This design comes from an exercise in tuning for small area and a short achievable clock period on the open sky130 flow, not from production work.
Function was checked by simulation only, so behaviour that the tests miss may differ from the original.
No activity file was given, so power comes from the tool's default toggle rates.

$ cat design.v
module nios_2 (
input clk,
input rst,
input enable,   
input  [31:0] inst_fetch,
output wire [7:0] prog_count_o,
output wire        data_mem_wr_o,     
output wire        data_mem_rd_o,     
output wire [31:0] data_mem_addr_o,   
output wire [31:0] data_mem_wdata_o,   
input       [31:0] data_mem_rdata_i    
);
wire [5:0] op_c = inst_fetch[5:0];
wire i_type_c = (op_c == 6'h04) | (op_c == 6'h15) | (op_c == 6'h16) |
                (op_c == 6'h17) | (op_c == 6'h1E) | (op_c == 6'h26);
wire r_type_c = (op_c == 6'h3A) | (op_c == 6'h31);
wire call_c   = (op_c == 6'h00);
wire ir_c     = i_type_c | r_type_c;
wire [4:0] rega_addr_c = {5{ir_c}} & inst_fetch[31:27];
wire [4:0] regb_addr_c = {5{ir_c}} & inst_fetch[26:22];
wire       dst_b_c     = (op_c == 6'h04) | (op_c == 6'h17);
wire [4:0] dst_c       = dst_b_c  ? inst_fetch[26:22] :
                         r_type_c ? inst_fetch[21:17] : 5'h1F;
wire       ext_mul_c   = (inst_fetch[16:6] == 11'h027);
wire       ext_jmp_c   = (inst_fetch[16:6] == 11'h01D);
reg  [7:0] prog_count;
reg  [7:0] prog_count_de;
reg  [7:0] prog_count_ex;
reg [15:0] imm;           
reg [31:0] regA;
reg [31:0] regB;
reg [31:0] regB_mem;
reg [31:0] alu_op;
reg [31:0] alu_op_wb;
reg  [4:0] regb_addr;
reg  [4:0] regb_addr_mem;
reg  [4:0] dst_ex;
reg  [4:0] dst_mem;
reg  [4:0] dst_wb;
reg        e_call;        
reg        e_callwb;      
reg        e_addi;        
reg        e_wbb;         
reg        e_st;          
reg        e_ld;          
reg        e_blt;         
reg        e_bne;         
reg        e_beq;         
reg        e_add;         
reg        e_r;           
reg        e_mul;         
reg        e_jmp;         
reg        m_ld;
reg        m_st;
reg        m_wb;          
reg        w_ld;
reg        w_alu;
reg [31:0] rf [31:0];
reg [31:0] rf_rst;
wire        wb_exec = w_ld | w_alu;
wire [31:0] wb_data = w_ld ? data_mem_rdata_i : alu_op_wb;
function [31:0] rst_val(input integer k);
  rst_val = (k == 4)  ? 32'h00000004 :
            (k == 29) ? 32'h0000FFFF :
            (k == 31) ? 32'h000000A0 : 32'h00000000;
endfunction
wire [31:0] selA = 32'h1 << rega_addr_c;
wire [31:0] selB = 32'h1 << regb_addr_c;
reg  [31:0] rdA, rdB;
integer k;
always @* begin
  rdA = 32'h0;
  rdB = 32'h0;
  for (k = 0; k < 32; k = k + 1) begin
    rdA = rdA | ({32{selA[k] & ~rf_rst[k]}} & rf[k]) | ({32{selA[k] & rf_rst[k]}} & rst_val(k));
    rdB = rdB | ({32{selB[k] & ~rf_rst[k]}} & rf[k]) | ({32{selB[k] & rf_rst[k]}} & rst_val(k));
  end
end
genvar gi;
generate
  for (gi = 0; gi < 32; gi = gi + 1) begin : g_reg
    always @ (posedge clk)
      if (wb_exec & (dst_wb == gi))
        rf[gi] <= wb_data;
    always @ (posedge clk or negedge rst)
      if (!rst)
        rf_rst[gi] <= 1'b1;
      else if (wb_exec & (dst_wb == gi))
        rf_rst[gi] <= 1'b0;
  end
endgenerate
wire [31:0] simm = {{16{imm[15]}}, imm};
wire        b_gt = regB > regA;
wire        b_eq = regB == regA;
wire        branch_taken = (e_blt & b_gt) | (e_bne & ~b_eq) | (e_beq & b_eq);
wire        use_pc = e_call | ((e_bne | e_beq) & branch_taken);
wire [31:0] add_x  = use_pc ? {24'h0, prog_count_ex} : regA;
wire [31:0] add_y  = e_add ? regB : e_call ? 32'h4 : simm;
wire [31:0] sum    = add_x + add_y;
wire [31:0] prod   = regA * regB;
wire        sum_en = e_addi | e_bne | e_beq | e_call | e_add;
wire [31:0] alu_op_c = e_mul ? prod : ({32{sum_en}} & sum);
wire [7:0] prog_count_c = !enable      ? prog_count :
                          branch_taken ? (e_blt ? imm[7:0] : prog_count_ex + imm[7:0]) :
                          e_jmp        ? regA[7:0] :
                          e_call       ? imm[7:0] :
                                         prog_count + 8'h04;
wire fwd1 = (rega_addr_c == regb_addr)     & (rega_addr_c != 5'b0) & ~e_st;
wire fwd2 = (rega_addr_c == regb_addr_mem) & (rega_addr_c != 5'b0);
wire mem_op = m_ld | m_st;
assign prog_count_o     = prog_count;
assign data_mem_rd_o    = m_ld;
assign data_mem_wr_o    = m_st;
assign data_mem_addr_o  = {32{mem_op}} & alu_op;
assign data_mem_wdata_o = {32{mem_op}} & regB_mem;
always @ (posedge clk or negedge rst)
begin
  if (!rst) begin
    prog_count    <= 8'h00;
    prog_count_de <= 8'h00;
    prog_count_ex <= 8'h00;
    imm           <= 16'h0;
    regA          <= 32'h0;
    regB          <= 32'h0;
    regB_mem      <= 32'h0;
    alu_op        <= 32'h0;
    alu_op_wb     <= 32'h0;
    regb_addr     <= 5'h0;
    regb_addr_mem <= 5'h0;
    dst_ex        <= 5'h0;
    dst_mem       <= 5'h0;
    dst_wb        <= 5'h0;
    e_call        <= 1'b1;
    e_callwb      <= 1'b0;
    e_addi        <= 1'b0;
    e_wbb         <= 1'b0;
    e_st          <= 1'b0;
    e_ld          <= 1'b0;
    e_blt         <= 1'b0;
    e_bne         <= 1'b0;
    e_beq         <= 1'b0;
    e_add         <= 1'b0;
    e_r           <= 1'b0;
    e_mul         <= 1'b0;
    e_jmp         <= 1'b0;
    m_ld          <= 1'b0;
    m_st          <= 1'b0;
    m_wb          <= 1'b0;
    w_ld          <= 1'b0;
    w_alu         <= 1'b0;
  end else begin
    prog_count    <= prog_count_c;
    prog_count_de <= prog_count;
    prog_count_ex <= prog_count_de;
    imm           <= inst_fetch[21:6];
    regA          <= fwd1 ? alu_op_c : fwd2 ? alu_op : rdA;
    regB          <= rdB;
    regB_mem      <= regB;
    alu_op        <= alu_op_c;
    alu_op_wb     <= alu_op;
    regb_addr     <= regb_addr_c;
    regb_addr_mem <= regb_addr;
    dst_ex        <= dst_c;
    dst_mem       <= dst_ex;
    dst_wb        <= dst_mem;
    e_call        <= call_c;
    e_callwb      <= call_c;
    e_addi        <= (op_c == 6'h04) | (op_c == 6'h15) | (op_c == 6'h17);
    e_wbb         <= (op_c == 6'h04);
    e_st          <= (op_c == 6'h15);
    e_ld          <= (op_c == 6'h17);
    e_blt         <= (op_c == 6'h16);
    e_bne         <= (op_c == 6'h1E);
    e_beq         <= (op_c == 6'h26);
    e_add         <= (op_c == 6'h31);
    e_r           <= r_type_c;
    e_mul         <= (op_c == 6'h3A) & ext_mul_c;
    e_jmp         <= (op_c == 6'h3A) & ext_jmp_c;
    m_ld          <= e_ld;
    m_st          <= e_st;
    m_wb          <= e_wbb | e_callwb | e_r;
    w_ld          <= m_ld;
    w_alu         <= m_wb;
  end
end
endmodule
$ cat run.sh
#!/bin/bash
# synth_recipe.tcl (not shown) runs the flow's synth.tcl, then flattens the netlist and writes it again
# the make line also repeats each setting of config.mk as NAME=value (left out here)
make -C /OpenROAD-flow-scripts/flow DESIGN_CONFIG=/design/flow/config.mk WORK_HOME=/design/flow/orfs CLKGATE_MAP_FILE= SYNTH_SCRIPT=/design/flow/synth_recipe.tcl finish
$ cat config.mk
export PLATFORM = sky130hd
export DESIGN_NAME = nios_2
export DESIGN_NICKNAME = nios_2
export VERILOG_FILES = /design/flow/design.v
export SDC_FILE = /design/flow/constraint.sdc
export NUM_CORES = 4
export LEC_CHECK = 0
export CAP_MARGIN = 20
export CORE_MARGIN = 2
export CORE_UTILIZATION = 45
export PLACE_DENSITY = 0.55
export SLEW_MARGIN = 20
$ cat constraint.sdc
create_clock -name core_clock -period 10.0 [get_ports {clk}]
set_input_delay 2.0000 -clock core_clock [delete_from_list [all_inputs] [get_ports {clk}]]
set_output_delay 2.0000 -clock core_clock [all_outputs]
set_load 0.01 [all_outputs]
==> impl_metrics.py <==
metrics = {
    "run_status": {
        "status": "timing/DRC/antenna clean",
    },
    "setup_path": {
        "start_kind": "flip-flop",
        "cp.required_ps": 10710,
        "crit_arrival_ps": 9010,
        "endpoint_kind": "flip-flop",
        "path_max_fanout": 18,
        "worstSetupPathType": "reg2reg",
    },
    "sta": {
        "whs_ps": 342.7,
        "worst_pin_slew_ps": 1326,
        "fin_crit_sh": 0.8303,
        "grt_setup_unrepaired": "no",
        "slew_violations": 0,
        "finalClockSkew_ps": 46.43,
        "tns_ps": 0,
        "timing.fmax_mhz": 120.4,
        "setup_viol": 0,
        "final_hold_viol_count": 0,
        "max_slew_margin": 0.1148,
        "fin_crit_ps": 8303,
    },
    "floorplan": {
        "die_h_um": 402.7,
        "coreArea_um2": 158200,
        "rows": 146,
        "die_w_um": 402.7,
        "dieArea_um2": 162100,
        "io_pins": 141,
        "start_util": 0.4521,
    },
    "synth": {
        "synth_seq_area_share": 0.5267,
        "synth_compound_area_frac": 0.1489,
        "synth_largest_area_cell": "edfxtp_1",
        "muxShareOfSynthArea": 0.007207,
        "synth-main-ff-cell": "edfxtp_1",
        "syn-instance-count": 5820,
        "ys_top_cells_by_area": "edfxtp_1, fa_1, dfrtp_1",
        "synth-adder-area-share": 0.1515,
        "yosysWarnings": 2,
        "syn_area_um2": 71520,
        "synth_top_family_by_area": "adder cells",
        "synth_edf_count": 1024,
        "postSynthRegisterBits": 1299,
        "avgSynthCellArea_um2": 12.29,
        "synth.distinct_cells": 88,
        "synth_nets": 6507,
        "synth_top_area_frac": 0.4299,
        "yosys.area_share.simple": 0.09796,
        "synth_xor_xnor_area_share": 0.01599,
        "async_flop_share": 0.2117,
    },
    "clocking": {
        "cts_tree": "done",
        "post_cts_resized": 0,
        "clockBufferDepth": 3,
        "cts_buffers": 141,
        "ctsHoldBuffers": 0,
        "clock_sinks": 1299,
        "clockRootBuffer": "clkbuf_16",
        "cts_setup_buffers": 0,
        "clk_pin_slew_ps": 60,
        "clk_latency_ps": 820,
        "htree_levels": 4,
    },
    "placed_design": {
        "placed_area_um2": 76790,
        "portBuffers": 140,
        "dpl.hpwl_um": 213600,
        "gp_congestion": 0.9856,
    },
    "pwr": {
        "power_leakage_nw": 31.19,
        "p_per_area_nw_per_um2": 322.8,
        "max-vdd-ir-drop_uv": 1443,
        "finalPower_w": 0.02636,
    },
    "layout": {
        "finalInstanceArea_um2": 81670,
        "area_growth_pct": 14.18,
        "nets": 6676,
        "drive_gt1_frac": 0.1097,
    },
    "routing": {
        "detail-route-antenna-nets": 0,
        "routed_wl_um": 346400,
        "dr.pass1.iters": 10,
        "drt_iter0_markers": 11210,
        "wl_per_cell_um": 42.21,
        "via_per_inst": 7.149,
        "num_vias": 58670,
        "drc_errors": 0,
    },
    "global_route": {
        "grt_overflow": 0,
        "antenna_found_initial": 24,
        "grt_max_degree": 96,
        "grtUsageTotal": 0.4223,
        "grt_pass1_vias": 57110,
        "grt_pass1_wl_um": 468700,
    },
    "min_path": {
        "min_path_type": "reg2reg",
    },
    "job": {
        "drv_cap": 0,
    },
}
metal layers:
layer	GRT usage	vias up	wire length [um]
met2	0.6054	5603	145400
met5	0	-	171
met3	0.1524	1557	49800
met1	0.5296	29520	120800
li1	-	21970	-
met4	0.3004	22	30260
cells by family (layout without fill, tap and decap cells):
family                     after synthesis  after routing
and+or+nand+nor                       1416           1416
adders and majority gates              620            620
AOI/OAI and AO/OA                     1358           1358
xor gates and xnor gates               129            129
other                                    0             28
buffers and inverters                  952           1238
DFF                                   1299           1299
muxes                                   46             46
cells in the final DEF, fill, tap and decap left out, types with 28 or more instances in the layout:
cell and n:
nor3_1 45, nor2_4 36, dfrtp_1 239, nand3_1 86
ha_1 210, diode_2 28, nand4_1 142, a22oi_1 345
a221oi_1 252, clkbuf_1 35, nor2_1 138, and2_1 92
clkbuf_16 145, clkdlybuf4s50_1 139, inv_1 599, nor2b_1 106
o21ai_0 87, a21oi_1 122, xor2_1 47, a222oi_1 74
a21o_1 29, mux2_2 44, fa_1 410, dfstp_2 33
buf_4 232, a22o_1 271, edfxtp_1 1024, xnor2_1 81
nand2_1 588
path summary, 6_finish.rpt:
path | start | endpoint | slack [ps] | depth (start not counted)
max in group asynchronous | rst | regB[6] | 6810 | 3
max reg2reg | regA[6] | regA[27] | 1700 | 26
min | prog_count_de[2] | prog_count_ex[2] | 340 | 0
max | regA[6] | regA[27] | 1700 | 26
min in group asynchronous | rst | regb_addr[3] | 1120 | 1
min reg2reg | prog_count_de[2] | prog_count_ex[2] | 340 | 0
final cells by class:
type | count | area, um^2
Clock buffer | 193 | 3939
Antenna cell | 28 | 70.07
Timing Repair Buffer | 376 | 3211
Fill cell | 13750 | 76530
Multi-Input combinational cell | 3569 | 31070
Sequential cell | 1299 | 37680
Clock inverter | 67 | 854.6
Tap cell | 2072 | 2592
Inverter | 602 | 2260
per-stage QoR:
step           cells    util  setup WS, ps
2_1_floorplan   5820       -          2675
3_3_place_gp    7916  0.4852          1729
3_5_place_dp    7918  0.4854          1525
5_1_grt         8185  0.5159          1297
6_report        8206  0.5163          1697
4_1_cts         8178  0.5157          1513
worst max-delay path: stages (launching register included):
cell and delay (ps):
dfrtp_1 1120, ha_1 290, inv_1 50, fa_1 480, inv_1 60, fa_1 510
inv_1 60, fa_1 410, fa_1 530, inv_1 50, ha_1 270, ha_1 270
inv_1 40, fa_1 460, fa_1 510, inv_1 50, ha_1 320, a21oi_1 180
o21ai_0 160, a2111oi_0 350, o21bai_1 220, a21oi_1 670, o21ai_1 180, a21oi_1 210
nor4bb_1 70, or3_1 390, mux2_2 270
cells in the mapped netlist, drive strengths merged (47+ instances only):
cell type / number
o21ai: 106
nor2b: 106
a22oi: 345
edfxtp: 1024
nand4: 142
clkbuf: 249
nor4: 52
fa: 410
ha: 210
a221oi: 254
nand2: 588
nor3: 71
xor2: 47
a222oi: 74
nor2: 176
a22o: 271
and2: 92
buf: 101
inv: 600
xnor2: 81
nand3: 87
a21oi: 123
dfrtp: 242
sequential cells by signal (all words and copies together) (netlist names), 5 cells and up:
signal         flops
dst_ex             5
prog_count         8
rf_rst            32
alu_op            32
regB              32
dst_wb             5
alu_op_wb         32
prog_count_ex      8
regb_addr          5
dst_mem            5
regB_mem          32
regb_addr_mem      5
prog_count_de      8
imm               16
regA              32
rf              1024
report_power, final:
group / leakage [nW] / switching [W] / internal, W / total (W)
combinational: 16.1 / 0.00891 / 0.00590 / 0.0148
clock: 2.31 / 0.00234 / 0.00311 / 0.00546
sequential: 12.8 / 0.000156 / 0.00594 / 0.00610

[port drivers added, routing unchanged]
No port has a modelled driver above. Below, the same layout with a new extraction and two added sets of constraints. Step 1: set_driving_cell puts a clkbuf_16 on clk and a buf_2 on each other input, an assumption about the parent block. Step 2, shift: input delay + t, output delay - t, t = (earliest + latest rising clock arrival at the registers) / 2. This alone moves slack from input paths to output paths. Slacks: ideal / step 1 / step 2; pairs: ideal / step 1.
t, ns: 0.884
slack for setup (ns): 1.697 / 1.697 / 1.697
worst setup path at the end: register to register
slew at the worst register clock pin (ns): 0.07 / 0.07
worst data-port slew with drivers (ns): 0.12
After both steps this run still meets setup and hold. For this run, drivers alone change the setup slack by 0.000 ns; drivers and shift together by 0.000 ns.
